What follows belongs to an exercise in optimizing a design on an open flow for small area; a production flow would make more cautious choices.
At most, simulation tests tie the RTL to the original design; equivalence was not proved.
No functional check of the RTL was part of run 1.
In every run shown here, the design's own scripts or RTL, not TritonCTS, make the clock network.
The flow treats the clock pin as an ideal source. Dropping or thinning the clock tree relies on that and would not hold on a real chip.
Power figures rest on the tool's default switching activity, not on a simulated workload.

==> flow/design.v <==
`default_nettype none
`default_nettype none
`default_nettype none
`default_nettype none
module Matrix_Calculator
    (input logic [7:0] data_in,
     input logic enter, sw,
     input logic [1:0] operation,
     input logic clk, rst,
     output logic [4:0] data_out,
     output logic finish, error,
     output logic [3:0] index);
    logic enter_d, sw_d;
    logic enter_pulse, switch_pulse;
    logic [4:0] c;
    logic done;
    logic accept, last;
    logic [1:0] op;
    logic invalid, mult, sub, step, elem;
    logic busy, first, ready, first_step, start;
    logic [1:0] k;
    always_ff @(posedge clk) begin
        enter_d <= enter;
        sw_d <= sw;
    end
    assign enter_pulse = enter & ~enter_d;
    assign switch_pulse = sw & ~sw_d;
    assign accept = enter_pulse & ~done & ~rst;
    assign last = accept & (&c[3:0]);
    always_ff @(posedge clk) begin
        if (accept)
            op <= operation;
    end
    assign invalid = ~op[1] & op[0];
    assign mult = ~op[1] & ~op[0];
    assign sub = op[1] & op[0];
    assign finish = done & ~invalid & ready;
    assign error = done & invalid;
    assign step = finish & switch_pulse;
    assign elem = step & c[0];
    always_ff @(posedge clk) begin
        if (rst) begin
            c <= 5'd0;
            done <= 1'b0;
        end else begin
            if (accept | step)
                c[3:0] <= c[3:0] + 4'd1;
            if (step & (&c[3:0]))
                c[4] <= ~c[4];
            if (last)
                done <= 1'b1;
        end
    end
    assign index = done ? c[4:1] : 4'd0;
    assign first_step = done & ~invalid & ~first & ~busy;
    assign start = last | first_step | elem;
    always_ff @(posedge clk) begin
        if (rst) begin
            busy <= 1'b0;
            k <= 2'd0;
            first <= 1'b0;
            ready <= 1'b0;
        end else begin
            if (start) begin
                busy <= 1'b1;
                k <= 2'd0;
            end else if (busy) begin
                k <= k + 2'd1;
                if (k == 2'd3)
                    busy <= 1'b0;
            end
            if (first_step)
                first <= 1'b1;
            ready <= first;
        end
    end
    logic [3:0] ce;
    assign ce = c[4:1] + {3'd0, first};
    logic row_end, rot_a;
    assign row_end = busy & (&ce[1:0]) & k[1];
    assign rot_a = row_end;
    logic [7:0] sa [0:7];
    logic en_a;
    assign en_a = (accept & ~c[3]) | rot_a;
    always_ff @(posedge clk) begin
        if (en_a) begin
            sa[0] <= done ? sa[7] : data_in;
            for (int s = 1; s < 8; s++)
                sa[s] <= sa[s - 1];
        end
    end
    logic [3:0] lb [0:3][0:3];
    logic [3:0] tap;
    assign tap = lb[0][3];
    genvar gj;
    generate
        for (gj = 0; gj < 4; gj++) begin : blane
            logic en;
            logic [3:0] nib;
            assign nib = gj[0] ? data_in[3:0] : data_in[7:4];
            assign en = (accept & c[3] & (c[0] == gj[1])) | (done & busy);
            always_ff @(posedge clk) begin
                if (en) begin
                    lb[gj][0] <= done ? lb[(gj + 1) % 4][3] : nib;
                    lb[gj][1] <= lb[gj][0];
                    lb[gj][2] <= lb[gj][1];
                    lb[gj][3] <= lb[gj][2];
                end
            end
        end
    endgenerate
    logic [3:0] ak [0:3];
    assign ak[0] = sa[7][7:4];
    assign ak[1] = sa[7][3:0];
    assign ak[2] = sa[6][7:4];
    assign ak[3] = sa[6][3:0];
    logic [3:0] xa, mx, my;
    logic [1:0] d;
    logic add_b, add_a;
    logic [1:0] sel_a;
    assign sel_a = mult ? k : ce[1:0];
    assign xa = ak[{sel_a[1] & ~(row_end & k[0]), sel_a[0]}];
    assign d = k - ce[3:2];
    assign add_b = ~mult & (d == 2'd0);
    assign add_a = ~mult & (d == 2'd1);
    assign mx = {4{busy}} & ((mult | add_a) ? xa : {3'd0, add_b});
    assign my = (mult | add_b) ? (tap ^ {4{sub}}) : {3'd0, add_a};
    logic [9:0] acc_n, res_n, mac_n;
    logic sub_init;
    assign sub_init = last ? &operation : sub;
    logic pp1;
    logic pp2;
    logic pp3;
    logic pp4;
    logic pp5;
    logic pp6;
    logic pp7;
    logic pp8;
    logic pp9;
    logic pp10;
    logic pp11;
    logic pp12;
    logic pp13;
    logic pp14;
    logic pp15;
    logic pp16;
    logic s17;
    logic c18;
    logic s19;
    logic c20;
    logic s21;
    logic c22;
    logic s23;
    logic c24;
    logic s25;
    logic c26;
    logic s27;
    logic c28;
    logic s29;
    logic c30;
    logic s31;
    logic c32;
    logic s33;
    logic c34;
    logic s35;
    logic c36;
    logic s37;
    logic c38;
    logic s39;
    logic c40;
    logic s41;
    logic c42;
    logic s43;
    logic c44;
    logic s45;
    logic c46;
    logic s47;
    logic c48;
    logic s49;
    logic c50;
    logic s51;
    logic c52;
    logic s53;
    logic c54;
    logic s55;
    logic c56;
    logic s57;
    logic c58;
    logic s59;
    assign pp1 = ~(mx[0] & my[0]);
    assign pp2 = ~(mx[0] & my[1]);
    assign pp3 = ~(mx[0] & my[2]);
    assign pp4 = ~(mx[0] & my[3]);
    assign pp5 = ~(mx[1] & my[0]);
    assign pp6 = ~(mx[1] & my[1]);
    assign pp7 = ~(mx[1] & my[2]);
    assign pp8 = ~(mx[1] & my[3]);
    assign pp9 = ~(mx[2] & my[0]);
    assign pp10 = ~(mx[2] & my[1]);
    assign pp11 = ~(mx[2] & my[2]);
    assign pp12 = ~(mx[2] & my[3]);
    assign pp13 = ~(mx[3] & my[0]);
    assign pp14 = ~(mx[3] & my[1]);
    assign pp15 = ~(mx[3] & my[2]);
    assign pp16 = ~(mx[3] & my[3]);
    InvHalfAdder ha18 (.a(acc_n[0]), .b(pp1), .s(s17), .co(c18));
    FullAdder fa20 (.a(acc_n[1]), .b(pp2), .c(pp5), .s(s19), .co(c20));
    InvHalfAdder ha22 (.a(c18), .b(s19), .s(s21), .co(c22));
    FullAdder fa24 (.a(acc_n[2]), .b(pp3), .c(pp6), .s(s23), .co(c24));
    FullAdder fa26 (.a(pp9), .b(c20), .c(s23), .s(s25), .co(c26));
    InvHalfAdder ha28 (.a(c22), .b(s25), .s(s27), .co(c28));
    FullAdder fa30 (.a(acc_n[3]), .b(pp4), .c(pp7), .s(s29), .co(c30));
    FullAdder fa32 (.a(pp10), .b(pp13), .c(c24), .s(s31), .co(c32));
    FullAdder fa34 (.a(s29), .b(c26), .c(s31), .s(s33), .co(c34));
    InvHalfAdder ha36 (.a(c28), .b(s33), .s(s35), .co(c36));
    FullAdder fa38 (.a(acc_n[4]), .b(pp8), .c(pp11), .s(s37), .co(c38));
    FullAdder fa40 (.a(pp14), .b(c30), .c(s37), .s(s39), .co(c40));
    FullAdder fa42 (.a(c32), .b(s39), .c(c34), .s(s41), .co(c42));
    InvHalfAdder ha44 (.a(c36), .b(s41), .s(s43), .co(c44));
    FullAdder fa46 (.a(acc_n[5]), .b(pp12), .c(pp15), .s(s45), .co(c46));
    FullAdder fa48 (.a(c38), .b(s45), .c(c40), .s(s47), .co(c48));
    FullAdder fa50 (.a(s47), .b(c42), .c(c44), .s(s49), .co(c50));
    FullAdder fa52 (.a(acc_n[6]), .b(pp16), .c(c46), .s(s51), .co(c52));
    FullAdder fa54 (.a(s51), .b(c48), .c(c50), .s(s53), .co(c54));
    FullAdder fa56 (.a(acc_n[7]), .b(c52), .c(c54), .s(s55), .co(c56));
    InvHalfAdder ha58 (.a(acc_n[8]), .b(c56), .s(s57), .co(c58));
    assign s59 = ~(acc_n[9] ^ c58);
    assign mac_n = {s59, s57, s55, s53, s49, s43, s35, s27, s21, s17};
    always_ff @(posedge clk) begin
        acc_n <= start ? {5'h1f, ~sub_init, 3'h7, ~sub_init} : mac_n;
        if (elem | first_step)
            res_n <= mac_n;
    end
    always_comb begin
        if (c[0])
            data_out = ~res_n[4:0];
        else
            data_out = mult ? ~res_n[9:5] : 5'd0;
    end
endmodule
module FullAdder (input logic a, b, c, output logic s, co);
    assign s = a ^ b ^ c;
    assign co = (a & b) | (a & c) | (b & c);
endmodule
module InvHalfAdder (input logic a, b, output logic s, co);
    Xnor2 x (.a(a), .b(b), .y(s));
    assign co = a | b;
endmodule
module Xnor2 (input logic a, b, output logic y);
    assign y = ~(a ^ b);
endmodule
==> flow/flow/run.sh <==
#!/bin/bash
# The standard layout with three changes: port buffers are buf_1, repairs
# use buffers of at most drive 4 (small_buffers.tcl), and the clock
# tree is built by manual_cts.tcl (a balanced two-level tree of inverter
# cells) instead of TritonCTS. Each tool's full output goes to the ORFS logs
# under orfs/logs; make's own output goes to make.log here.
set -euo pipefail
cd "$(dirname "$0")/.."

bash standard.sh \
  "BUFFER_PORTS_ARGS=-buffer_cell sky130_fd_sc_hd__buf_1" \
  "PRE_CTS_TCL=$PWD/flow/manual_cts.tcl" \
  "PRE_GLOBAL_PLACE_TCL=$PWD/flow/small_buffers.tcl" \
  "PRE_RESIZE_TCL=$PWD/flow/small_buffers.tcl" \
  "PRE_GLOBAL_ROUTE_TCL=$PWD/flow/small_buffers.tcl" \
  finish > make.log 2>&1
==> flow/flow/manual_cts.tcl <==
# Used as PRE_CTS_TCL in place of TritonCTS: a two-level clock tree of
# inverters (two inversions, so every flip-flop sees the clock's polarity).
# The clock port drives NTOP inverters; each drives an equal share of NLEAF
# leaf inverters; each leaf drives an equal share of the flip-flops. Groups
# come from recursive bisection of the placed locations, cutting the longer
# side of each group's bounding box.
set NTOP 2
set NLEAF 9
set TOPBUF sky130_fd_sc_hd__inv_6
set LEAFBUF sky130_fd_sc_hd__inv_8

proc mcts_split {items n} {
  if {$n <= 1} { return [list $items] }
  set xs {}; set ys {}
  foreach s $items { lappend xs [lindex $s 1]; lappend ys [lindex $s 2] }
  set xs [lsort -real $xs]; set ys [lsort -real $ys]
  set w [expr {[lindex $xs end] - [lindex $xs 0]}]
  set h [expr {[lindex $ys end] - [lindex $ys 0]}]
  set sorted [lsort -real -index [expr {$w >= $h ? 1 : 2}] $items]
  set n1 [expr {$n / 2}]
  set cut [expr {int(round([llength $sorted] * double($n1) / $n))}]
  return [concat [mcts_split [lrange $sorted 0 [expr {$cut - 1}]] $n1] \
                 [mcts_split [lrange $sorted $cut end] [expr {$n - $n1}]]]
}

proc mcts_buffer {block master name innet items} {
  set sx 0; set sy 0
  foreach s $items { set sx [expr {$sx + [lindex $s 1]}]; set sy [expr {$sy + [lindex $s 2]}] }
  set m [llength $items]
  set cx [expr {$sx / $m}]; set cy [expr {$sy / $m}]
  set net [odb::dbNet_create $block "${name}_net"]
  $net setSigType CLOCK
  set inst [odb::dbInst_create $block $master $name]
  $inst setLocation [expr {int($cx)}] [expr {int($cy)}]
  $inst setPlacementStatus PLACED
  [$inst findITerm A] connect $innet
  set out [$inst findITerm X]
  if {$out == "NULL"} { set out [$inst findITerm Y] }
  $out connect $net
  foreach s $items {
    set it [lindex $s 0]
    $it disconnect
    $it connect $net
  }
  puts "manual_cts: $name ([$master getName]) drives $m pins"
  return [list [$inst findITerm A] $cx $cy]
}

proc manual_cts {ntop nleaf topbuf leafbuf} {
  set block [ord::get_db_block]
  set clk [$block findNet clk]
  set tm [[ord::get_db] findMaster $topbuf]
  set lm [[ord::get_db] findMaster $leafbuf]
  set sinks {}
  foreach it [$clk getITerms] {
    set b [[$it getInst] getBBox]
    lappend sinks [list $it [expr {([$b xMin] + [$b xMax]) / 2.0}] [expr {([$b yMin] + [$b yMax]) / 2.0}]]
  }
  set leaves {}
  set k 0
  foreach group [mcts_split $sinks $nleaf] {
    lappend leaves [mcts_buffer $block $lm "clkbuf_leaf$k" $clk $group]
    incr k
  }
  set t 0
  foreach group [mcts_split $leaves $ntop] {
    mcts_buffer $block $tm "clkbuf_top$t" $clk $group
    incr t
  }
}

manual_cts $NTOP $NLEAF $TOPBUF $LEAFBUF
rename clock_tree_synthesis __tritoncts_unused
proc clock_tree_synthesis {args} {
  set_propagated_clock [all_clocks]
}
# the tree's inverters already sit next to their flip-flops
rename repair_clock_inverters __repair_clock_inverters_unused
proc repair_clock_inverters {args} {}
==> flow/flow/small_buffers.tcl <==
# Used as PRE_*_TCL for the steps that repair slew and capacitance: the
# design has ample timing slack, so its repairs use buffers of at most
# drive 4.
set_dont_use {sky130_fd_sc_hd__buf_6 sky130_fd_sc_hd__buf_8 sky130_fd_sc_hd__buf_12 sky130_fd_sc_hd__buf_16 sky130_fd_sc_hd__bufbuf_8 sky130_fd_sc_hd__bufbuf_16 sky130_fd_sc_hd__clkbuf_8 sky130_fd_sc_hd__clkbuf_16}
==> flow/standard.sh <==
#!/bin/bash
# synth_recipe.tcl (not shown) runs the flow's synth.tcl, then flattens the netlist and writes it again
# the make line also repeats each setting of config.mk as NAME=value (left out here)
make -C /OpenROAD-flow-scripts/flow DESIGN_CONFIG=/design/flow/config.mk WORK_HOME=/design/flow/orfs CLKGATE_MAP_FILE= SYNTH_SCRIPT=/design/flow/synth_recipe.tcl "${@:-finish}"
==> flow/config.mk <==
export PLATFORM = sky130hd
export DESIGN_NAME = Matrix_Calculator
export DESIGN_NICKNAME = Matrix_Calculator
export VERILOG_FILES = /design/flow/design.v
export SDC_FILE = /design/flow/constraint.sdc
export NUM_CORES = 4
export LEC_CHECK = 0
export CAP_MARGIN = 20
export CORE_MARGIN = 2
export CORE_UTILIZATION = 45
export PLACE_DENSITY = 0.95
export SLEW_MARGIN = 20
export SYNTH_HIERARCHICAL = 1
export SYNTH_MINIMUM_KEEP_SIZE = 0
==> flow/constraint.sdc <==
create_clock -name core_clock -period 10.0 [get_ports {clk}]
set_input_delay 2.0000 -clock core_clock [delete_from_list [all_inputs] [get_ports {clk}]]
set_output_delay 2.0000 -clock core_clock [all_outputs]
set_load 0.01 [all_outputs]
==> results of run 1 <==
## registers in the layout (all words and copies together), names as in the netlist
register	flops
enter_d	1
sw_d	1
acc_n	10
res_n	10
busy	1
lb	64
op	2
c	5
sa	64
done	1
ready	1
k	2
first	1
## placed cells by master (no fill, tap or decap), types with 3 or more instances in the layout
master	n
a21oi_1	7
a311o_1	3
a311oi_2	3
and2_1	5
and3_1	3
buf_1	27
dfxtp_1	23
edfxtp_1	140
fa_1	15
ha_1	5
inv_1	5
inv_8	9
nand2_1	77
nand2b_1	16
nand3b_1	3
nor2_1	17
nor2b_1	4
o211ai_1	3
o21ai_0	3
o31ai_1	5
or2_1	7
or3_1	9
xnor2_1	9
xor2_1	4
## kinds of logic (layout without fill, tap and decap cells)
| family | Yosys count | count (layout) | share of synthesized area, % |
|---|---|---|---|
| flops | 163 | 163 | 71.5 |
| compound gates | 41 | 41 | 5.64 |
| xor+xnor | 15 | 15 | 2.36 |
| simple gates | 161 | 161 | 12.3 |
| buf+inv | 22 | 44 | 1.80 |
| fa+ha+maj | 21 | 21 | 5.72 |
| mux | 4 | 4 | 0.652 |
## power by group through the flow
stage | combinational, mW | clock, mW | sequential (mW)
3_5_place_dp | 0.0836 | 0 | 0.801
5_1_grt | 0.0964 | 0.288 | 0.789
4_1_cts | 0.0852 | 0.265 | 0.786
6_report | 0.0831 | 0.255 | 0.785
3_3_place_gp | 0.0794 | 0 | 0.800
2_1_floorplan | 0.0657 | 0 | 0.796
## Yosys stat by module (local to each module, per instance)
module	cell area, µm²	cells inside	times used	flops+latches
Matrix_Calculator	6130	400	1	163
FullAdder	20.0	1	15	0
Xnor2	8.76	1	6	0
InvHalfAdder	6.26	1	6	0
## cell type report
class,instances,share of cell area [%]
inverters,16,2.00
multi-input cells,242,25.5
well taps,180,3.27
flip-flops and latches,163,67.7
repair buffers,28,1.54
## synth_stat cells, drive strengths merged, types with 3 or more instances
cell type | count | share of area [%]
nor2b | 4 | 0.38
a311oi | 3 | 0.69
or3 | 9 | 0.86
o31ai | 5 | 0.58
buf | 7 | 0.71
o211ai | 3 | 0.35
inv | 5 | 0.29
xnor2 | 9 | 1.2
nand2b | 16 | 1.5
xor2 | 5 | 0.79
nand3b | 4 | 0.65
nor2 | 18 | 1.1
clkbuf | 10 | 0.81
a21oi | 8 | 0.67
ha | 5 | 0.96
dfxtp | 23 | 7.1
fa | 15 | 4.6
and2 | 7 | 0.69
a311o | 3 | 0.46
o32ai | 3 | 0.63
and3 | 3 | 0.29
nand2 | 77 | 4.4
o21ai | 6 | 0.52
edfxtp | 140 | 64
or2 | 9 | 0.86
## how the worst max path moves through the flow
| stage | startpoint | to | slack (ns) | depth (start not counted) |
|---|---|---|---|---|
| 6_report | c[1] | acc_n[9] | 3.62 | 20 |
| 3_3_place_gp | c[1] | acc_n[9] | 3.85 | 20 |
| 5_1_grt | c[1] | acc_n[9] | 3.28 | 20 |
| 3_5_place_dp | c[1] | acc_n[9] | 3.69 | 20 |
| 4_1_cts | c[1] | acc_n[9] | 3.63 | 20 |
| 2_1_floorplan | rst | sa[0][0] | 2.39 | 2 |
## worst max-delay path: cells and delay by family (launching register included)
kind | cells | cell delay (ns)
adder cells (fa/ha/maj) | 10 | 3.46
AND/OR/NAND/NOR | 4 | 1.04
XOR/XNOR | 4 | 0.87
AO/OA/AOI/OAI | 2 | 0.46
flip-flops | 1 | 0.42
## routing by layer
layer | vias up | wire length (µm) | share of wire, % | global-route usage (%)
met5 | - | 0 | 0 | 0
met4 | 0 | 176 | 1.7 | 2.18
met3 | 14 | 466 | 4.4 | 1.59
met2 | 76 | 5040 | 48 | 22.6
met1 | 1640 | 4870 | 46 | 19.2
li1 | 1577 | - | - | -
## stage by stage
step	util (%)	worst slack [ns]	hold slack (ns)	instance area, µm²	power [mW]
2_1_floorplan	-	2.39	0.400	6520	0.862
3_3_place_gp	48.2	3.85	0.402	6770	0.880
3_5_place_dp	48.2	3.69	0.405	6770	0.885
4_1_cts	49.1	3.63	0.417	6890	1.14
5_1_grt	49.1	3.28	0.419	6890	1.17
6_report	49.1	3.62	0.413	6890	1.12
==> reports/metrics.csv, run 1 <==
stage,metric,value,unit
min_path,worstHoldPathCells,0,
timing,max_slew_margin,31.6,%
min_path,holdPathEnd,lb[15][3],
power,p_sw,278,µW
critical_path,reg2reg_slack,3.62,ns
global_route,grt_pass1_vias,3363,
power,peakVddDrop,0.000115,V
routing,vias,3307,
global_route,antenna_found_initial,0,
synth,synth_edf_count,140,
global_route,grt_first_pass_wirelength,17300,µm
placed_design,dp_hpwl,7430,µm
cells_and_area,multi_input_area,1750,µm²
synth,synth_seq_cells,163,
power,clkPwrFrac,22.7,%
timing,timing.final.crit_share,63.8,%
die,die-area,15500,µm²
die,core-area,14000,µm²
timing,fmax,157,MHz
critical_path,path_max_fanout,6,
critical_path,r2r_end,acc_n[9],
critical_path,path_cells,ha_1 > ha_1 > xor2_1 > ha_1 > xnor3_2 > xor2_2 > and3_1 > o21ai_2 > a311o_1 > fa_1 > fa_1 > fa_1 > fa_1 > or2_1 > fa_1 > fa_1 > fa_1 > or2_1 > xnor2_1 > or3_1,
die,die_w,124,µm
routing,wl,10600,µm
timing,clock_skew,0.0181,ns
cells_and_area,final_cell_count_no_fill,629,
synth,async_flop_share,0,%
power,combPwrFrac,7.4,%
power,power.share.sequential,69.9,%
cells_and_area,area_growth,5.62,%
cells_and_area,num-nets-final,485,
synth,synth_cell_types,63,
routing,drt-pass1-iter-count,4,
cells_and_area,antenna-diode-count,0,
critical_path,reg2reg_depth,20,
power,switching_share,24.8,%
critical_path,crit_path_top_delay_cell,fa_1,
timing,setup_violations,0,
min_path,min-delay-start,lb[14][3],
die,die_h,124,µm
synth,syn_avg_cell_area,15.3,µm²
clock_tree,hold_buffers,0,
clock_tree,postCtsSetupBuffers,0,
critical_path,cp.required,10.05,ns
critical_path,crit_path_end_kind,register,
power,powerDensity,163,nW/µm²
synth,synthFlopType,edfxtp_1,
cells_and_area,seq_area,4660,µm²
timing,hold_viol,0,
power,p_int,845,µW
routing,vias_per_cell,5.26,
critical_path,start_kind,register,
die,ios,25,
clock_tree,path_clk_slew,0.10,ns
critical_path,cp_common_cell,fa_1,
routing,wl_per_cell,16.8,µm
critical_path,critical_path_class,register to register,
placed_design,place_congestion,0.871,
clock_tree,cts_resized,0,
cells_and_area,nFillCells,1181,
global_route,grt_max_degree,49,
routing,drt_iter0_drc,242,
critical_path,r2r_start,c[1],
placed_design,portBuffers,24,
synth,synthCells,427,
synth,syn-num-nets,461,
die,start_util,46.4,%
run,max_cap_viol_count,0,
synth,ys_seq_area_share,71.5,%
timing,tightest_slew,1.03,ns
timing,rsz0062_at_grt,false,
timing,fin_setup_tns,0,ns
synth,yosys_warnings,10,
synth,syn_area,6520,µm²
critical_path,slowest_delay,0.47,ns
power,p_leak,2.22,nW
timing,min_period,6.38,ns
clock_tree,insertion_delay,0.18,ns
cells_and_area,drive_gt1_share,7.80,%
outcome,status,"complete, no violations",
global_route,gr-total-overflow,0,
routing,drc,0,
critical_path,cp.arrival,6.43,ns
routing,ant_nets,0,
min_path,hold_class,register to register,
placed_design,dp_cells,618,
die,rows,43,
timing,finalMaxSlewViolations,0,
global_route,globalRouteTotalUtil,13.4,%
==> inputs of run 2 (changes only) <==
--- a/flow/design.v
+++ b/flow/design.v
@@ -78,13 +78,21 @@
     assign ce = c[4:1] + {3'd0, first};
-    logic row_end, rot_a;
-    assign row_end = busy & (&ce[1:0]) & k[1];
-    assign rot_a = row_end;
-    logic [7:0] sa [0:7];
-    logic en_a;
-    assign en_a = (accept & ~c[3]) | rot_a;
-    always_ff @(posedge clk) begin
-        if (en_a) begin
-            sa[0] <= done ? sa[7] : data_in;
-            for (int s = 1; s < 8; s++)
-                sa[s] <= sa[s - 1];
+    logic rot_a;
+    assign rot_a = elem & c[2] & ~c[1];
+    logic [7:0] pa [0:3];     
+    logic [7:0] qa [0:3];     
+    logic en_pa, en_qa;
+    assign en_pa = (accept & ~c[3] & ~c[0]) | rot_a;
+    assign en_qa = (accept & ~c[3] & c[0]) | rot_a;
+    always_ff @(posedge clk) begin
+        if (en_pa) begin
+            pa[0] <= done ? pa[3] : data_in;
+            pa[1] <= pa[0];
+            pa[2] <= pa[1];
+            pa[3] <= pa[2];
+        end
+        if (en_qa) begin
+            qa[0] <= done ? qa[3] : data_in;
+            qa[1] <= qa[0];
+            qa[2] <= qa[1];
+            qa[3] <= qa[2];
         end
@@ -112,6 +120,6 @@
     logic [3:0] ak [0:3];
-    assign ak[0] = sa[7][7:4];
-    assign ak[1] = sa[7][3:0];
-    assign ak[2] = sa[6][7:4];
-    assign ak[3] = sa[6][3:0];
+    assign ak[0] = pa[3][7:4];
+    assign ak[1] = pa[3][3:0];
+    assign ak[2] = qa[3][7:4];
+    assign ak[3] = qa[3][3:0];
     logic [3:0] xa, mx, my;
@@ -119,5 +127,3 @@
     logic add_b, add_a;
-    logic [1:0] sel_a;
-    assign sel_a = mult ? k : ce[1:0];
-    assign xa = ak[{sel_a[1] & ~(row_end & k[0]), sel_a[0]}];
+    assign xa = ak[mult ? k : ce[1:0]];
     assign d = k - ce[3:2];
==> run 2 against run 1 <==
Via count rose by 2.7%. Synthesized area fell by 1.5%. Power fell by 1.3%. Largest power group unchanged. Combinational power fell by 3.7%. Still clean. Critical path type unchanged. Critical endpoint unchanged. First-iteration DRC count rose by 16%.
==> reports/metrics.csv, run 2 <==
stage,metric,value,unit,change
synth,ys_seq_area_share,72.6,%,+1.1 points
synth,async_flop_share,0,%,unchanged
global_route,antenna_found_initial,0,,unchanged
synth,syn-num-nets,461,,unchanged
placed_design,dp_hpwl,7630,µm,+2.7%
timing,hold_slack,0.417,ns,+0.00375 ns
critical_path,cp.required,10.06,ns,about the same
min_path,hold_class,register to register,,
synth,synth_adder_area_share,5.65,%,-0.071 points
synth,synthTopCellsByCount,"edfxtp_1 (140), nand2_1 (73), dfxtp_1 (23)",,
timing,hold_viol,0,,unchanged
synth,synthFlopType,edfxtp_1,,
placed_design,place_ws,3.48,ns,-0.218 ns
routing,ant_nets,0,,unchanged
synth,synth_edf_count,140,,unchanged
global_route,grt_pass1_vias,3393,,+0.89%
die,ios,25,,unchanged
clock_tree,hold_buffers,0,,unchanged
placed_design,portBuffers,24,,unchanged
critical_path,slowest_delay,0.49,ns,+0.02 ns
power,power,1.11,mW,-1.3%
outcome,status,"complete, no violations",,
critical_path,cp_common_cell,fa_1,,
clock_tree,postCtsSetupBuffers,0,,unchanged
cells_and_area,nFillCells,1152,,-2.5%
cells_and_area,final_common_cell,edfxtp_1,,
synth,synth_xor_area_share,2.38,%,+0.015 points
power,p_leak,2.26,nW,+1.4%
timing,setup_violations,0,,unchanged
global_route,grt_max_degree,29,,-41%
synth,yosysMostFrequentCell,edfxtp_1,,
synth,synth-simple-area-share,11.8,%,-0.50 points
clock_tree,path_clk_slew,0.10,ns,about the same
cells_and_area,num-nets-final,488,,+0.62%
synth,synth-compound-area-share,3.21,%,-2.4 points
cells_and_area,largest_register_ffs,64,,
timing,max_slew_margin,28.4,%,-3.2 points
critical_path,start_kind,register,,
synth,synth_top_area_share,65.4,%,+0.95 points
cells_and_area,antenna-diode-count,0,,unchanged
routing,wl_per_cell,17.2,µm,+2.8%
routing,wl,10900,µm,+3.3%
timing,tightest_slew,1.07,ns,+0.0485 ns
die,die-area,15300,µm²,-1.4%
timing,fmax,151,MHz,-3.6%
power,powerDensity,162,nW/µm²,-0.50%
cells_and_area,largestRegisters,"lb x64, pa x32, qa x32",,
synth,synth_area_leaders,"edfxtp_1 (65%), dfxtp_1 (7.2%), fa_1 (4.7%)",,
die,rows,43,,unchanged
cells_and_area,final_cell_mix,"edfxtp_1 (140), nand2_1 (73), buf_1 (27), dfxtp_1 (23), nand3_1 (18)",,
critical_path,path_max_fanout,9,,+3
synth,synth_cell_types,49,,-22%
die,core-area,13900,µm²,-0.77%
timing,min_period,6.61,ns,+0.238 ns
die,start_util,46.1,%,-0.32 points
clock_tree,cts_resized,0,,unchanged
power,peakVddDrop,0.000114,V,-0.97%
critical_path,cp.arrival,6.67,ns,+0.24 ns
routing,vias,3397,,+2.7%
global_route,gr-total-overflow,0,,unchanged
critical_path,crit_path_top_delay_cell,nor2b_1,,
critical_path,crit_path_end_kind,register,,
critical_path,critical_path_class,register to register,,
synth,synth_top_family_by_area,simple AND/OR/NAND/NOR gates,,
timing,fin_ws,3.39,ns,-0.238 ns
routing,vias_per_cell,5.38,,+2.2%
routing,drt-pass1-iter-count,5,,+1
placed_design,place_congestion,0.868,,-0.39%
synth,synth_seq_cells,163,,unchanged
run,max_cap_viol_count,0,,unchanged
routing,drt_iter0_drc,280,,+16%
timing,rsz0062_at_grt,false,,
synth,syn_avg_cell_area,15.0,µm²,-1.5%
routing,drc,0,,unchanged
timing,clock_skew,0.0220,ns,+0.00383 ns
synth,yosys_warnings,11,,+1
placed_design,dp_cells,621,,+0.49%
global_route,globalRouteTotalUtil,14.6,%,+1.2 points
synth,syn_area,6430,µm²,-1.5%
die,die_w,124,µm,-0.71%
cells_and_area,final_cell_count_no_fill,632,,+0.48%
cells_and_area,drive_gt1_share,7.30,%,-0.49 points
die,die_h,124,µm,-0.71%
critical_path,path_cells,ha_1 > ha_1 > xor2_1 > ha_1 > xnor3_1 > xnor2_2 > a21oi_1 > nor2b_1 > nand3_1 > fa_1 > fa_1 > fa_1 > fa_1 > or2_1 > fa_1 > fa_1 > fa_1 > or2_1 > xnor2_1 > or2_2,,
timing,timing.final.crit_share,66.1,%,+2.4 points
clock_tree,insertion_delay,0.19,ns,about the same
timing,finalMaxSlewViolations,0,,unchanged
synth,synth_top_area_cell,edfxtp_1,,
global_route,grt_first_pass_wirelength,17400,µm,+0.92%
synth,synthCells,427,,unchanged
cells_and_area,regMostFlops,lb,,
cells_and_area,area_growth,6.29,%,
synth,synth_mux_area_share,2.75,%,+2.1 points
timing,fin_setup_tns,0,ns,unchanged
run 2: cell type report:
class | count | area (µm²) | area share (%)
Inverter | 19 | 149 | 2.18
Timing Repair Buffer | 29 | 111 | 1.63
Multi-Input combinational cell | 241 | 1680 | 24.6
Sequential cell | 163 | 4660 | 68.3
Tap cell | 180 | 225 | 3.30
run 2: kinds of logic after synthesis:
| logic type | Yosys count |
|---|---|
| DFF | 163 |
| and+or+nand+nor | 160 |
| AOI/OAI and AO/OA | 31 |
| buffers and inverters | 23 |
| adders and majority gates | 20 |
| xor gates and xnor gates | 15 |
| muxes | 15 |
run 2: per-module statistics from Yosys, one instance, submodules excluded:
| module | cell area [µm²] | cells inside | flip-flops and latches |
|---|---|---|---|
| Xnor2 | 8.76 | 1 | 0 |
| FullAdder | 20.0 | 1 | 0 |
| Matrix_Calculator | 6040 | 400 | 163 |
| InvHalfAdder | 6.26 | 1 | 0 |
run 2: per-stage QoR:
step                      utilization, %  area, µm²
after floorplan                        -       6430
after global placement              48.1       6710
after detailed placement            48.1       6710
after CTS                           49.0       6830
after global routing                49.0       6830
final                               49.0       6830
run 2: per-layer routing:
layer	vias up	global-route usage (%)	wire length, µm
met1	1700	21.5	4910
met5	-	0	0
met2	108	23.7	5200
met4	0	3.34	261
li1	1567	-	-
met3	22	1.48	526
run 2: worst paths after layout:
path | slack [ns] | start | end | cells past startpoint
worst max-delay path | 3.39 | c[1] | acc_n[9] | 20
worst min-delay path | 0.42 | lb[10][3] | lb[11][3] | 0
worst max register to register | 3.39 | c[1] | acc_n[9] | 20
worst min register to register | 0.42 | lb[10][3] | lb[11][3] | 0
run 2: report_power, final:
group	leakage (nW)	switching, mW	internal, mW
combinational	0.737	0.0413	0.0387
sequential	1.45	0.0130	0.759
clock	0.0635	0.218	0.0378
total	2.26	0.273	0.836
run 2: critical path, delay by kind of cell (launching register included):
| family | cells | cell delay, ns |
|---|---|---|
| adder cells (fa/ha/maj) | 10 | 3.53 |
| flip-flops | 1 | 0.44 |
| XOR/XNOR | 4 | 0.94 |
| AO/OA/AOI/OAI | 1 | 0.13 |
| AND/OR/NAND/NOR | 5 | 1.45 |
==> inputs of run 3 (changes only) <==
--- a/flow/flow/manual_cts.tcl
+++ b/flow/flow/manual_cts.tcl
@@ -7,3 +7,3 @@
 set NTOP 2
-set NLEAF 9
+set NLEAF 8
 set TOPBUF sky130_fd_sc_hd__inv_6
--- a/flow/config.mk
+++ b/flow/config.mk
@@ -7,2 +7,3 @@
 export LEC_CHECK = 0
+export ABC_AREA = 1
 export CAP_MARGIN = 20
==> run 3 against run 2 <==
Utilization is 0.65 points lower. Setup slack better by 0.79 ns. Die area increased by 1.7%. Synthesized cell count is 23% higher. Via count grew 11%. Wire length grew 6.8%. Synthesized area increased by 1.7%. Global-route usage up 0.33 points. Design area up 1.8%. Power rose by 0.21%. Final cell count up 17%. Largest cell class unchanged.
==> reports/metrics.csv, run 3 <==
stage,metric,value,unit,change
critical_path,critical_path_class,register to register,,
routing,top_layer,met4,,
routing,vias,3773,,+11%
power,combPwrFrac,8.2,%,+1.0 points
cells_and_area,largestRegisters,"lb x64, pa x32, qa x32",,
critical_path,cp.required,10.08,ns,+0.02 ns
critical_path,endpoint,acc_n[9],,
critical_path,crit_family,adder cells,,
die,start_util,45.5,%,-0.63 points
cells_and_area,regMostFlops,lb,,
critical_path,reg2reg_depth,25,,+25%
clock_tree,postCtsSetupBuffers,0,,unchanged
cells_and_area,fin_area,6950,µm²,+1.8%
synth,yosys_warnings,11,,unchanged
timing,clock_skew,0.0211,ns,-0.000914 ns
global_route,gr-total-overflow,0,,unchanged
die,core-area,14400,µm²,+3.1%
power,powerDensity,160,nW/µm²,-1.5%
cells_and_area,drive_gt1_share,7.23,%,-0.068 points
synth,synth_top_area_cell,edfxtp_1,,
critical_path,startpoint,c[1],,
synth,synth_edf_count,140,,unchanged
timing,fmax,172,MHz,+14%
clock_tree,insertion_delay,0.18,ns,about the same
cells_and_area,final_common_cell,nand2_1,,
placed_design,place_congestion,0.848,,-2.3%
synth,synth_cell_types,30,,-39%
power,peakVddDrop,0.0000976,V,-15%
routing,wl,11600,µm,+6.8%
synth,synth_area_leaders,"edfxtp_1 (64%), nand2_1 (8.8%), dfxtp_1 (7.0%)",,
clock_tree,hold_buffers,0,,unchanged
placed_design,place_area,6840,µm²,+2.0%
synth,syn_area,6540,µm²,+1.7%
routing,drt_iter0_drc,346,,+24%
synth,synth-compound-area-share,3.02,%,-0.19 points
timing,setup_violations,0,,unchanged
placed_design,dp_hpwl,8450,µm,+11%
die,rows,44,,+2.3%
power,clkPwrFrac,22.0,%,-1.1 points
timing,timing.final.crit_share,58.2,%,-7.9 points
critical_path,crit_path_end_kind,register,,
timing,fin_setup_tns,0,ns,unchanged
synth,synth_adder_area_share,5.55,%,-0.095 points
power,power.share.sequential,69.7,%,about the same
routing,wl_met3,646,µm,+23%
synth,synth-simple-area-share,14.7,%,+2.9 points
synth,synth_top_family_by_area,simple AND/OR/NAND/NOR gates,,
run,max_cap_viol_count,0,,unchanged
timing,finalMaxSlewViolations,0,,unchanged
clock_tree,cts_resized,0,,unchanged
routing,vias_per_cell,5.12,,-4.8%
synth,ys_seq_area_share,71.4,%,-1.2 points
routing,wl_met1,5250,µm,+6.9%
global_route,grt_first_pass_wirelength,18900,µm,+8.5%
global_route,grt_max_degree,28,,-3.4%
global_route,antenna_found_initial,0,,unchanged
cells_and_area,utilization,48.4,%,-0.65 points
cells_and_area,final_cell_mix,"nand2_1 (153), edfxtp_1 (140), inv_1 (55), nand3_1 (29), buf_1 (28)",,
power,p_leak,2.56,nW,+14%
routing,drc,0,,unchanged
die,die_h,125,µm,+0.83%
die,die_w,125,µm,+0.83%
critical_path,cp.arrival,5.90,ns,-0.77 ns
critical_path,crit_path_top_delay_cell,fa_1,,
critical_path,start_kind,register,,
cells_and_area,largest_register_ffs,64,,unchanged
critical_path,cp_common_cell,fa_1,,
critical_path,r2r_end,acc_n[9],,
synth,async_flop_share,0,%,unchanged
placed_design,portBuffers,24,,unchanged
die,die-area,15500,µm²,+1.7%
timing,hold_viol,0,,unchanged
synth,synth_top_area_share,64.3,%,-1.1 points
routing,wl_met2,5500,µm,+5.8%
global_route,globalRouteTotalUtil,14.9,%,+0.33 points
synth,yosysMostFrequentCell,nand2_1,,
power,switching_share,25.0,%,+0.45 points
cells_and_area,num-nets-final,589,,+21%
synth,synth_xor_area_share,0.938,%,-1.4 points
power,p_int,832,µW,-0.39%
critical_path,path_max_fanout,5,,-4
timing,tightest_slew,1.06,ns,-0.0177 ns
routing,drt-pass1-iter-count,7,,+2
global_route,grt_pass1_vias,3694,,+8.9%
clock_tree,path_clk_slew,0.11,ns,about the same
power,p_sw,278,µW,+2.0%
critical_path,r2r_start,c[1],,
critical_path,reg2reg_slack,4.18,ns,+0.79 ns
min_path,hold_class,register to register,,
routing,ant_nets,0,,unchanged
synth,synthTopCellsByCount,"nand2_1 (153), edfxtp_1 (140), inv_1 (55)",,
synth,syn_avg_cell_area,12.5,µm²,-17%
synth,synth_mux_area_share,0,%,-2.7 points
timing,max_slew_margin,29.5,%,+1.2 points
synth,syn-num-nets,558,,+21%
cells_and_area,area_growth,6.34,%,about the same
synth,synthFlopType,edfxtp_1,,
critical_path,crit_buf_inv,3,,+3
critical_path,cp.depth,25,,+25%
synth,synthCells,524,,+23%
outcome,status,"complete, no violations",,
die,ios,25,,unchanged
critical_path,slowest_delay,0.49,ns,about the same
synth,synth_seq_cells,163,,unchanged
routing,wl_per_cell,15.8,µm,-8.5%
timing,min_period,5.82,ns,-0.794 ns
power,power,1.11,mW,+0.21%
timing,rsz0062_at_grt,false,,
cells_and_area,antenna-diode-count,0,,unchanged
-- run 3: cell types whose count changed in the layout (fill, tap and decap cells not counted), moves of 9 or more --
cell,change
nand2_1,+80
nand3_1,+11
a21oi_1,+9
inv_1,+47
nand2b_1,-13
-- run 3: power by group through the flow --
stage	sequential (mW)	combinational [mW]	clock (mW)
6_report	0.775	0.0913	0.245
2_1_floorplan	0.786	0.0669	0
3_3_place_gp	0.789	0.0847	0
4_1_cts	0.775	0.0925	0.254
3_5_place_dp	0.790	0.0923	0
5_1_grt	0.778	0.105	0.275
-- run 3: metal layers --
metal  GRT usage [%]  vias up
li1                -     1792
met1            21.4     1833
met2            24.9      130
met3            1.93       18
met4            2.71        0
met5               0        -
-- run 3: worst min-delay path by stage --
stage / from / end / cells after the start
after floorplan: lb[9][0] / lb[10][0] / 0
after global placement: pa[1][1] / pa[2][1] / 0
after detailed placement: lb[4][1] / lb[5][1] / 0
after CTS: qa[0][5] / qa[1][5] / 0
after global routing: lb[0][2] / lb[1][2] / 0
final: lb[2][1] / lb[3][1] / 0
-- run 3: area by class of cell --
class | count | area (µm²)
fill | 1201 | 7420
sequential | 163 | 4660
multi-input combinational | 290 | 1610
inverter | 70 | 333
tap | 184 | 230
timing repair buffer | 30 | 118
-- run 3: kinds of logic (layout without fill, tap and decap cells) --
family | Yosys count | count (layout)
xor gates and xnor gates | 7 | 7
DFF | 163 | 163
and+or+nand+nor | 227 | 227
buffers and inverters | 71 | 100
AOI/OAI and AO/OA | 36 | 36
adders and majority gates | 20 | 20
-- run 3: through the flow --
stage / cells / hold slack [ns] / setup WS [ns]
2_1_floorplan: 524 / 0.400 / 4.56
3_3_place_gp: 726 / 0.400 / 4.41
3_5_place_dp: 727 / 0.405 / 4.19
4_1_cts: 737 / 0.417 / 4.18
5_1_grt: 737 / 0.419 / 3.87
6_report: 737 / 0.418 / 4.18
-- run 3: Yosys stat by module (local to each module, per instance) --
module / cells / copies in the design / flops+latches
Matrix_Calculator: 461 / 1 / 163
FullAdder: 1 / 15 / 0
Xnor2: 5 / 6 / 0
InvHalfAdder: 3 / 6 / 0
==> inputs of run 4 (changes only) <==
--- a/flow/config.mk
+++ b/flow/config.mk
@@ -7,3 +7,2 @@
 export LEC_CHECK = 0
-export ABC_AREA = 1
 export CAP_MARGIN = 20
==> run 4 against run 3 <==
Still clean on timing, DRC and antenna. Synthesized area is 1.7% lower. Highest routed layer unchanged. Final cell count decreased by 14%. Via count down 10%. Register-to-register slack got worse by 0.84 ns. Critical path type unchanged. Sequential power hardly changed. Synthesized cell count shrank 19%. Combinational power down 12%. Maximum frequency decreased by 13%. First-iteration DRC count is 8.4% lower.
==> reports/metrics.csv, run 4 <==
stage,metric,value,unit,change
outcome,status,"complete, no violations",,
synth,synthCells,427,,-19%
synth,synthFlopType,edfxtp_1,,
clock_tree,hold_buffers,0,,unchanged
synth,synth_edf_count,140,,unchanged
synth,synth_top_area_cell,edfxtp_1,,
run,max_cap_viol_count,0,,unchanged
critical_path,r2r_end,acc_n[9],,
min_path,min-delay-start,qa[2][6],,
timing,clock_skew,0.0165,ns,-0.00457 ns
cells_and_area,drive_gt1_share,7.10,%,-0.14 points
timing,fin_setup_tns,0,ns,unchanged
global_route,grt_first_pass_wirelength,17300,µm,-8.7%
timing,tightest_slew,1.07,ns,+0.0141 ns
routing,vias,3385,,-10%
timing,min_period,6.66,ns,+0.836 ns
timing,hold_slack,0.412,ns,-0.00563 ns
clock_tree,postCtsSetupBuffers,0,,unchanged
placed_design,dp_hpwl,7630,µm,-9.7%
routing,drc,0,,unchanged
timing,setup_violations,0,,unchanged
clock_tree,path_clk_slew,0.11,ns,about the same
clock_tree,insertion_delay,0.18,ns,about the same
min_path,hold_class,register to register,,
synth,async_flop_share,0,%,unchanged
timing,timing.final.crit_share,66.6,%,+8.4 points
routing,drt_iter0_drc,317,,-8.4%
critical_path,crit_path_end_kind,register,,
critical_path,r2r_start,c[1],,
die,core-area,13900,µm²,-3.0%
die,die-area,15300,µm²,-1.6%
power,peakVddDrop,0.0000864,V,-12%
synth,yosys_warnings,11,,unchanged
critical_path,reg2reg_slack,3.34,ns,-0.84 ns
synth,synth_top_area_share,65.4,%,+1.1 points
timing,rsz0062_at_grt,false,,
synth,synth_seq_cells,163,,unchanged
global_route,antenna_found_initial,0,,unchanged
critical_path,path_max_fanout,9,,+4
timing,hold_viol,0,,unchanged
synth,synth_cell_types,49,,+63%
critical_path,start_kind,register,,
timing,finalMaxSlewViolations,0,,unchanged
die,die_w,124,µm,-0.82%
synth,syn-num-nets,461,,-17%
global_route,grt_pass1_vias,3381,,-8.5%
global_route,gr-total-overflow,0,,unchanged
routing,wl_per_cell,17.1,µm,+8.5%
placed_design,place_congestion,0.868,,+2.3%
clock_tree,cts_resized,0,,unchanged
synth,syn_area,6430,µm²,-1.7%
die,ios,25,,unchanged
placed_design,portBuffers,24,,unchanged
power,p_leak,2.25,nW,-12%
min_path,holdPathEnd,qa[3][6],,
power,powerDensity,161,nW/µm²,+0.80%
routing,vias_per_cell,5.36,,+4.8%
cells_and_area,antenna-diode-count,0,,unchanged
cells_and_area,final_common_cell,edfxtp_1,,
routing,ant_nets,0,,unchanged
power,combPwrFrac,7.3,%,-0.9 points
critical_path,cp.required,10.07,ns,about the same
critical_path,cp.arrival,6.72,ns,+0.82 ns
critical_path,reg2reg_depth,20,,-20%
cells_and_area,area_growth,6.11,%,
power,switching_share,24.2,%,-0.89 points
global_route,grt_max_degree,29,,+3.6%
synth,synth_area_leaders,"edfxtp_1 (65%), dfxtp_1 (7.2%), fa_1 (4.7%)",,
power,power.share.sequential,70.3,%,+0.6 points
cells_and_area,largestRegisters,"lb x64, pa x32, qa x32",,
die,die_h,124,µm,-0.82%
power,clkPwrFrac,22.4,%,+0.4 points
synth,syn_avg_cell_area,15.0,µm²,+21%
power,p_int,833,µW,about the same
cells_and_area,regMostFlops,lb,,
power,p_sw,265,µW,-4.6%
critical_path,critical_path_class,register to register,,
timing,max_slew_margin,28.6,%,-0.94 points
min_path,worstHoldPathCells,0,,unchanged
synth,ys_seq_area_share,72.6,%,+1.2 points
die,rows,43,,-2.3%
timing,fmax,150,MHz,-13%
routing,drt-pass1-iter-count,4,,-3
synth,synthTopCellsByCount,"edfxtp_1 (140), nand2_1 (73), dfxtp_1 (23)",,
cells_and_area,final_cell_mix,"edfxtp_1 (140), nand2_1 (73), buf_1 (27), dfxtp_1 (23), nand3_1 (18)",,
routing,wl,10800,µm,-7.1%
die,start_util,46.1,%,+0.63 points
cells_and_area,largest_register_ffs,64,,unchanged
cells_and_area,num-nets-final,487,,-17%
global_route,globalRouteTotalUtil,14.4,%,-0.49 points
synth,yosysMostFrequentCell,edfxtp_1,,
==> run 4: cell types whose count changed after synthesis, moves of 7 or more <==
cell	before	now
nand3_1	29	18
nand2b_1	0	13
nand2_1	153	73
a21oi_1	13	5
inv_1	55	8
xnor2_1	2	10
mux2i_1	0	9
nand2_2	7	0
==> run 4: Yosys stat by module (local to each module, per instance) <==
module             copies in the design  cells inside  area (µm²)  flops+latches
FullAdder                            15             1        20.0              0
InvHalfAdder                          6             1        6.26              0
Matrix_Calculator                     1           400        6040            163
Xnor2                                 6             1        8.76              0
==> run 4: cells by family (layout without fill, tap and decap cells) <==
| group | Yosys count | in the layout | share of synthesized area, % |
|---|---|---|---|
| compound gates | 31 | 31 | 3.21 |
| mux | 15 | 15 | 2.75 |
| fa+ha+maj | 20 | 20 | 5.65 |
| xor+xnor | 15 | 15 | 2.38 |
| buf+inv | 23 | 47 | 1.64 |
| flops | 163 | 163 | 72.6 |
| simple gates | 160 | 160 | 11.8 |
==> run 4: metrics by stage <==
stage                     std cells  setup slack, ns  total power [mW]  area [µm²]  utilization, %
after floorplan                 427             4.14             0.844        6430               -
after global placement          621             3.81             0.860        6710            48.1
after detailed placement        621             3.48             0.869        6710            48.1
after CTS                       631             3.40              1.11        6820            48.9
after global routing            631             3.00              1.14        6820            48.9
final                           631             3.34              1.10        6820            48.9
==> run 4: power groups by stage <==
stage,Combinational [mW],Clock [mW],Sequential [mW]
CTS,0.0810,0.254,0.773
floorplan,0.0596,0,0.785
finish,0.0805,0.246,0.772
detailed placement,0.0804,0,0.788
global route,0.0904,0.275,0.776
global placement,0.0728,0,0.787
==> run 4: metal layers <==
| metal | GRT usage, % | share of wire [%] |
|---|---|---|
| met1 | 21.1 | 46 |
| met2 | 23.8 | 47 |
| met3 | 1.20 | 4.8 |
| met4 | 3.20 | 2.1 |
| met5 | 0 | 0 |
==> run 4: how the worst max path moves through the flow <==
stage / startpoint / endpoint / slack, ns / cells after the start
2_1_floorplan: c[1] / acc_n[9] / 4.14 / 21
3_3_place_gp: c[1] / acc_n[9] / 3.81 / 20
3_5_place_dp: c[1] / acc_n[9] / 3.48 / 20
4_1_cts: c[1] / acc_n[9] / 3.40 / 20
5_1_grt: c[1] / acc_n[9] / 3.00 / 20
6_report: c[1] / acc_n[9] / 3.34 / 20
==> run 4: area by class of cell <==
type | count | area, µm²
fill | 1151 | 7120
tap | 180 | 225
timing repair buffer | 29 | 111
sequential | 163 | 4660
inverter | 18 | 138
multi-input combinational | 241 | 1680
==> run 4: critical path, cell delays in order, from the launching register on <==
cell	delay, ns
dfxtp_1	0.45
ha_1	0.21
ha_1	0.16
xor2_1	0.17
ha_1	0.19
xnor3_1	0.26
xnor2_2	0.36
a21oi_1	0.14
nor2b_1	0.50
nand3_1	0.19
fa_1	0.48
fa_1	0.41
fa_1	0.42
fa_1	0.47
or2_1	0.25
fa_1	0.38
fa_1	0.40
fa_1	0.42
or2_1	0.25
xnor2_1	0.15
or2_2	0.28
==> inputs of run 5 (changes only) <==
==> flow/flow/small_buffers.tcl (replaced) <==
set big {}
foreach pat {*_4 *_6 *_8 *_12 *_16} {
  foreach c [get_lib_cells */sky130_fd_sc_hd__$pat] {
    set n [get_name $c]
    if {$n ne "sky130_fd_sc_hd__buf_4" && $n ne "sky130_fd_sc_hd__clkbuf_4"} {
      lappend big $c
    }
  }
}
set_dont_use $big
==> run 5 against run 4 <==
Clock skew rose by 0.0019 ns. Sequential power about the same. Maximum frequency is 2.7% higher. Global-route usage is 0.22 points higher. Synthesized cell count is the same. Setup slack improved by 0.17 ns.
==> reports/metrics.csv, run 5 <==
stage,metric,value,unit,change
outcome,status,"complete, no violations",,
cells_and_area,regMostFlops,lb,,
die,rows,43,,unchanged
global_route,grt_max_degree,30,,+3.4%
cells_and_area,drive_gt1_share,6.87,%,-0.22 points
die,die_h,124,µm,unchanged
routing,drt_iter0_drc,324,,+2.2%
clock_tree,hold_buffers,0,,unchanged
placed_design,place_congestion,0.868,,about the same
critical_path,r2r_end,acc_n[9],,
timing,clock_skew,0.0184,ns,+0.00194 ns
critical_path,crit_path_end_kind,register,,
routing,ant_nets,0,,unchanged
critical_path,slowest_delay,0.47,ns,-0.03 ns
synth,yosysMostFrequentCell,edfxtp_1,,
routing,wl_per_cell,17.3,µm,+1.1%
timing,hold_viol,0,,unchanged
synth,yosys_warnings,11,,unchanged
critical_path,path_max_fanout,9,,unchanged
critical_path,path_cells,ha_1 > ha_1 > xor2_1 > ha_1 > xnor3_1 > xnor2_2 > a21oi_1 > nor2b_1 > nand3_1 > fa_1 > fa_1 > fa_1 > fa_1 > or2_1 > fa_1 > fa_1 > fa_1 > or2_1 > xnor2_1 > or2_2,,
critical_path,cp.arrival,6.56,ns,-0.16 ns
global_route,grt_first_pass_wirelength,17500,µm,+1.4%
timing,rsz0062_at_grt,false,,
global_route,antenna_found_initial,0,,unchanged
synth,syn-num-nets,461,,unchanged
global_route,globalRouteTotalUtil,14.7,%,+0.22 points
power,peakVddDrop,0.0000797,V,-7.7%
clock_tree,path_clk_slew,0.10,ns,about the same
synth,syn_area,6430,µm²,unchanged
synth,synth_top_area_share,65.4,%,unchanged
routing,vias,3382,,-0.089%
min_path,hold_class,register to register,,
timing,fmax,154,MHz,+2.7%
critical_path,crit_buf_inv,0,,unchanged
die,die_w,124,µm,unchanged
cells_and_area,final_common_cell,edfxtp_1,,
placed_design,dp_hpwl,7680,µm,+0.54%
synth,synthCells,427,,unchanged
synth,synth_cell_types,49,,unchanged
timing,tightest_slew,1.04,ns,-0.0296 ns
synth,synth_top_area_cell,edfxtp_1,,
timing,timing.final.crit_share,64.8,%,-1.7 points
cells_and_area,num-nets-final,487,,unchanged
critical_path,r2r_start,c[1],,
timing,min_period,6.48,ns,-0.174 ns
timing,max_slew_margin,30.6,%,+2.0 points
synth,synthFlopType,edfxtp_1,,
synth,synthTopCellsByCount,"edfxtp_1 (140), nand2_1 (73), dfxtp_1 (23)",,
power,p_leak,2.24,nW,-0.23%
timing,finalMaxSlewViolations,0,,unchanged
placed_design,dp_cells,621,,unchanged
placed_design,portBuffers,24,,unchanged
critical_path,cp.required,10.08,ns,about the same
critical_path,reg2reg_depth,20,,unchanged
timing,setup_violations,0,,unchanged
critical_path,cp.depth,20,,unchanged
synth,ys_seq_area_share,72.6,%,unchanged
critical_path,cp_common_cell,fa_1,,
power,powerDensity,161,nW/µm²,about the same
routing,drc,0,,unchanged
die,start_util,46.1,%,unchanged
critical_path,crit_path_top_delay_cell,fa_1,,
cells_and_area,largestRegisters,"lb x64, pa x32, qa x32",,
synth,synth_area_leaders,"edfxtp_1 (65%), dfxtp_1 (7.2%), fa_1 (4.7%)",,
clock_tree,insertion_delay,0.18,ns,about the same
cells_and_area,largest_register_ffs,64,,unchanged
synth,synth_edf_count,140,,unchanged
critical_path,critical_path_class,register to register,,
global_route,gr-total-overflow,0,,unchanged
cells_and_area,area_growth,5.96,%,
cells_and_area,final_cell_mix,"edfxtp_1 (140), nand2_1 (73), buf_1 (28), dfxtp_1 (23), nand3_1 (18)",,
critical_path,startpoint,c[1],,
cells_and_area,final_cell_count_no_fill,631,,unchanged
clock_tree,postCtsSetupBuffers,0,,unchanged
die,die-area,15300,µm²,unchanged
min_path,min-delay-start,qa[2][7],,
critical_path,crit_family,adder cells,,
critical_path,endpoint,acc_n[9],,
synth,synth_seq_cells,163,,unchanged
run,max_cap_viol_count,0,,unchanged
critical_path,reg2reg_slack,3.52,ns,+0.17 ns
routing,wl,10900,µm,+1.1%
critical_path,start_kind,register,,
die,core-area,13900,µm²,unchanged
global_route,grt_pass1_vias,3362,,-0.56%
cells_and_area,antenna-diode-count,0,,unchanged
clock_tree,cts_resized,0,,unchanged
routing,vias_per_cell,5.36,,about the same
timing,fin_setup_tns,0,ns,unchanged
synth,async_flop_share,0,%,unchanged
die,ios,25,,unchanged
routing,drt-pass1-iter-count,5,,+1
synth,syn_avg_cell_area,15.0,µm²,unchanged
run 5: changes by cell type in the layout (fill, tap and decap cells not counted):
cell,before,now
clkbuf_2,2,1
mux2i_2,3,4
mux2i_4,2,1
buf_1,27,28
run 5: worst min-delay path by stage:
stage | slack (ns) | cells after the start | end
after floorplan | 0.40 | 0 | lb[10][0]
after global placement | 0.40 | 0 | qa[2][5]
after detailed placement | 0.40 | 0 | lb[10][2]
after CTS | 0.41 | 0 | pa[3][3]
after global routing | 0.43 | 0 | qa[3][6]
final | 0.41 | 0 | qa[3][7]
run 5: power breakdown:
part | leakage [nW] | internal, mW | switching [mW]
clock network | 0.0575 | 0.0350 | 0.210
registers | 1.45 | 0.759 | 0.0141
logic | 0.732 | 0.0380 | 0.0411
run 5: layout make-up:
type                       instances  area (µm²)
sequential                       163        4660
multi-input combinational        241        1670
inverter                          18         138
timing repair buffer              29         110
tap                              180         225
fill                            1146        7130
run 5: modules after synthesis (local to each module, per instance):
| module | cells | times used |
|---|---|---|
| Matrix_Calculator | 400 | 1 |
| FullAdder | 1 | 15 |
| Xnor2 | 1 | 6 |
| InvHalfAdder | 1 | 6 |
run 5: cell families (layout without fill, tap and decap cells):
family	after synthesis	count (layout)	synth area share (%)
AO/OA/AOI/OAI	31	31	3.21
flip-flops	163	163	72.6
AND/OR/NAND/NOR	160	160	11.8
multiplexers	15	15	2.75
XOR/XNOR	15	15	2.38
adder cells (fa/ha/maj)	20	20	5.65
buffers and inverters	23	47	1.64
run 5: worst register-to-register path: stages (launching register included):
cell and delay, ns:
dfxtp_1 0.43, ha_1 0.20, ha_1 0.16, xor2_1 0.16, ha_1 0.18, xnor3_1 0.26
xnor2_2 0.36, a21oi_1 0.13, nor2b_1 0.46, nand3_1 0.19, fa_1 0.47, fa_1 0.40
fa_1 0.42, fa_1 0.47, or2_1 0.25, fa_1 0.38, fa_1 0.40, fa_1 0.41
or2_1 0.25, xnor2_1 0.14, or2_2 0.27
run 5: per-stage QoR:
stage | util [%] | instance area, µm² | power (mW) | setup slack [ns] | hold slack (ns)
after global placement | 48.1 | 6700 | 0.860 | 3.80 | 0.401
after global routing | 48.9 | 6810 | 1.14 | 3.07 | 0.427
final | 48.9 | 6810 | 1.10 | 3.52 | 0.410
after detailed placement | 48.1 | 6700 | 0.869 | 3.57 | 0.405
after floorplan | - | 6430 | 0.844 | 4.14 | 0.400
after CTS | 48.9 | 6810 | 1.11 | 3.56 | 0.408
run 5: per-layer routing:
layer  share of wire, %  global-route usage, %
met5                  0                      0
met4                2.4                   3.20
met3                6.6                   1.57
met2                 47                   24.5
met1                 44                   20.9
==> inputs of run 6 (changes only) <==
==> flow/flow/run.sh (replaced) <==
#!/bin/bash
# The standard layout with two changes: port buffers are buf_1, and the clock
# tree is built by manual_cts.tcl (a balanced two-level tree of inverter
# cells) instead of TritonCTS. Each tool's full output goes to the ORFS logs
# under orfs/logs; make's own output goes to make.log here.
set -euo pipefail
cd "$(dirname "$0")/.."

bash standard.sh \
  "BUFFER_PORTS_ARGS=-buffer_cell sky130_fd_sc_hd__buf_1" \
  "PRE_CTS_TCL=$PWD/flow/manual_cts.tcl" \
  finish > make.log 2>&1
--- a/flow/flow/manual_cts.tcl
+++ b/flow/flow/manual_cts.tcl
@@ -7,3 +7,3 @@
 set NTOP 2
-set NLEAF 8
+set NLEAF 9
 set TOPBUF sky130_fd_sc_hd__inv_6
removed: flow/flow/small_buffers.tcl
==> run 6 against run 5 <==
Flip-flop and latch count stayed put. Die area stayed put. Critical endpoint unchanged. Via count is 0.95% lower. Design area is 0.85% higher. Final cell count is 0.16% higher. Critical path type unchanged. Combinational power is 0.9% higher.
==> reports/metrics.csv, run 6 <==
stage,metric,value,unit,change
cells_and_area,fin_area,6870,µm²,+0.85%
timing,fmax,153,MHz,-1.0%
cells_and_area,largest_register_ffs,64,,unchanged
routing,ant_nets,0,,unchanged
cells_and_area,drive_gt1_share,7.96,%,+1.1 points
placed_design,portBuffers,24,,unchanged
power,peakVddDrop,0.000102,V,+28%
critical_path,crit_path_end_kind,register,,
timing,max_slew_margin,48.0,%,+17 points
die,die_w,124,µm,unchanged
synth,synthCells,427,,unchanged
die,ios,25,,unchanged
synth,synth_edf_count,140,,unchanged
critical_path,crit_family,adder cells,,
timing,tightest_slew,0.763,ns,-0.278 ns
routing,wl_per_cell,17.2,µm,-1.0%
die,die-area,15300,µm²,unchanged
routing,drt_iter0_drc,267,,-18%
critical_path,critical_path_class,register to register,,
cells_and_area,regMostFlops,lb,,
global_route,grt_pass1_vias,3380,,+0.54%
die,start_util,46.1,%,unchanged
power,powerDensity,161,nW/µm²,+0.13%
cells_and_area,final_cell_mix,"edfxtp_1 (140), nand2_1 (73), buf_1 (24), dfxtp_1 (23), nand3_1 (18)",,
critical_path,cp.arrival,6.61,ns,+0.05 ns
routing,drc,0,,unchanged
clock_tree,postCtsSetupBuffers,0,,unchanged
synth,synth_top_area_share,65.4,%,unchanged
power,p_leak,2.28,nW,+1.4%
critical_path,cp_common_cell,fa_1,,
synth,synth_top_family_by_area,simple AND/OR/NAND/NOR gates,,
synth,synthTopCellsByCount,"edfxtp_1 (140), nand2_1 (73), dfxtp_1 (23)",,
synth,synth_cell_types,49,,unchanged
global_route,grt_max_degree,51,,+70%
critical_path,start_kind,register,,
clock_tree,path_clk_slew,0.09,ns,about the same
cells_and_area,final_common_cell,edfxtp_1,,
timing,clock_skew,0.0214,ns,+0.00293 ns
critical_path,crit_buf_inv,0,,unchanged
timing,rsz0062_at_grt,false,,
placed_design,place_area,6750,µm²,+0.71%
synth,syn-num-nets,461,,unchanged
die,rows,43,,unchanged
min_path,hold_class,register to register,,
synth,synth_xor_area_share,2.38,%,unchanged
cells_and_area,largestRegisters,"lb x64, pa x32, qa x32",,
clock_tree,hold_buffers,0,,unchanged
critical_path,crit_path_top_delay_cell,nor2b_1,,
global_route,antenna_found_initial,0,,unchanged
critical_path,cp.required,10.06,ns,-0.02 ns
timing,min_period,6.55,ns,+0.0682 ns
synth,synth_top_area_cell,edfxtp_1,,
routing,vias,3350,,-0.95%
synth,synth-compound-area-share,3.21,%,unchanged
cells_and_area,antenna-diode-count,0,,unchanged
synth,synthFlopType,edfxtp_1,,
placed_design,place_congestion,0.847,,-2.4%
timing,finalMaxSlewViolations,0,,unchanged
timing,fin_setup_tns,0,ns,unchanged
outcome,status,"complete, no violations",,
die,die_h,124,µm,unchanged
routing,drt-pass1-iter-count,5,,unchanged
synth,syn_avg_cell_area,15.0,µm²,unchanged
synth,yosysMostFrequentCell,edfxtp_1,,
clock_tree,insertion_delay,0.18,ns,about the same
cells_and_area,num-nets-final,488,,+0.21%
routing,vias_per_cell,5.30,,-1.1%
global_route,grt_first_pass_wirelength,17400,µm,-0.51%
placed_design,dp_hpwl,7390,µm,-3.8%
synth,ys_seq_area_share,72.6,%,unchanged
die,core-area,13900,µm²,unchanged
timing,hold_viol,0,,unchanged
routing,wl,10800,µm,-0.85%
synth,synth_area_leaders,"edfxtp_1 (65%), dfxtp_1 (7.2%), fa_1 (4.7%)",,
synth,synth-simple-area-share,11.8,%,unchanged
critical_path,path_cells,ha_1 > ha_1 > xor2_1 > ha_1 > xnor3_1 > xnor2_2 > a21oi_1 > nor2b_1 > nand3_1 > fa_1 > fa_1 > fa_1 > fa_1 > or2_1 > fa_1 > fa_1 > fa_1 > or2_1 > xnor2_1 > or2_2,,
timing,setup_violations,0,,unchanged
critical_path,path_max_fanout,9,,unchanged
run,max_cap_viol_count,0,,unchanged
synth,synth_seq_cells,163,,unchanged
clock_tree,cts_resized,0,,unchanged
global_route,globalRouteTotalUtil,14.5,%,-0.13 points
synth,syn_area,6430,µm²,unchanged
critical_path,slowest_delay,0.47,ns,about the same
global_route,gr-total-overflow,0,,unchanged
synth,yosys_warnings,11,,unchanged
synth,synth_adder_area_share,5.65,%,unchanged
synth,async_flop_share,0,%,unchanged
timing,timing.final.crit_share,65.5,%,+0.68 points
cells_and_area,area_growth,6.85,%,
synth,synth_mux_area_share,2.75,%,unchanged
-- run 6: cell types whose count changed in the layout (fill, tap and decap cells not counted) --
cell / change
buf_4: +4
buf_1: -4
inv_8: +1
mux2i_2: -1
buf_16: +1
clkbuf_2: -1
mux2i_4: +1
-- run 6: final cells by class --
| type | instances | area (µm²) |
|---|---|---|
| multi-input combinational | 241 | 1680 |
| inverter | 19 | 149 |
| timing repair buffer | 29 | 148 |
| fill | 1146 | 7070 |
| sequential | 163 | 4660 |
| tap | 180 | 225 |
-- run 6: report_power, final --
part / switching [mW] / total [mW] / internal [mW]
sequential: 0.0137 / 0.773 / 0.759
clock: 0.218 / 0.256 / 0.0378
combinational: 0.0412 / 0.0799 / 0.0387
-- run 6: final timing paths --
path | start | endpoint | slack (ns) | cells past startpoint
max | c[1] | acc_n[9] | 3.45 | 20
min | lb[14][3] | lb[15][3] | 0.42 | 0
max reg2reg | c[1] | acc_n[9] | 3.45 | 20
min reg2reg | lb[14][3] | lb[15][3] | 0.42 | 0
-- run 6: cells by family after synthesis --
kind of cell / after synthesis
AOI/OAI and AO/OA: 31
xor gates and xnor gates: 15
adders and majority gates: 20
buffers and inverters: 23
DFF: 163
muxes: 15
and+or+nand+nor: 160
-- run 6: layer usage --
metal	global-route usage [%]	vias up	routed length [µm]
met1	20.9	1667	5000
met5	0	-	0
li1	-	1575	-
met3	1.48	22	481
met4	3.98	0	243
met2	23.7	86	5120
-- run 6: modules after synthesis, one instance, submodules excluded --
module / area [µm²] / cells / times used
Xnor2: 8.76 / 1 / 6
FullAdder: 20.0 / 1 / 15
Matrix_Calculator: 6040 / 400 / 1
InvHalfAdder: 6.26 / 1 / 6
-- run 6: metrics by stage --
stage	instances	setup slack (ns)	utilization [%]	total power, mW	hold WS, ns
2_1_floorplan	427	4.14	-	0.844	0.400
3_3_place_gp	620	3.80	48.2	0.860	0.401
3_5_place_dp	621	3.51	48.4	0.869	0.405
4_1_cts	632	3.49	49.3	1.12	0.423
5_1_grt	632	3.03	49.3	1.16	0.428
6_report	632	3.45	49.3	1.11	0.417

[re-timing with driven ports]
How much do the figures lean on ideal ports? The routed layouts below were timed once more, with nothing changed but the port constraints.
Step 1 (the two cells are an assumption about what drives the block):
set clk [get_ports {clk}]
set_driving_cell -lib_cell sky130_fd_sc_hd__clkbuf_16 $clk
set_driving_cell -lib_cell sky130_fd_sc_hd__buf_2 [delete_from_list [all_inputs] $clk]
Step 2, shift: input delay + t, output delay - t, t = (earliest + latest rising clock arrival at the registers) / 2. This alone moves slack from input paths to output paths.
a / b / c = ideal ports / drivers / drivers and shift; a / b = the first two.
run	t (ns)	slack for setup (ns)	hold WS [ns]
run 1	0.240	3.625 / 3.625 / 3.625	0.413 / 0.413 / 0.413
run 2	0.244	3.387 / 3.387 / 3.387	0.417 / 0.417 / 0.417
run 3	0.233	4.181 / 4.181 / 4.181	0.418 / 0.418 / 0.418
run 4	0.234	3.344 / 3.344 / 3.344	0.412 / 0.412 / 0.412
run 5	0.240	3.519 / 3.519 / 3.519	0.410 / 0.410 / 0.410
run 6	0.239	3.450 / 3.450 / 3.450	0.417 / 0.417 / 0.417
After both steps setup and hold are still met in every run listed.
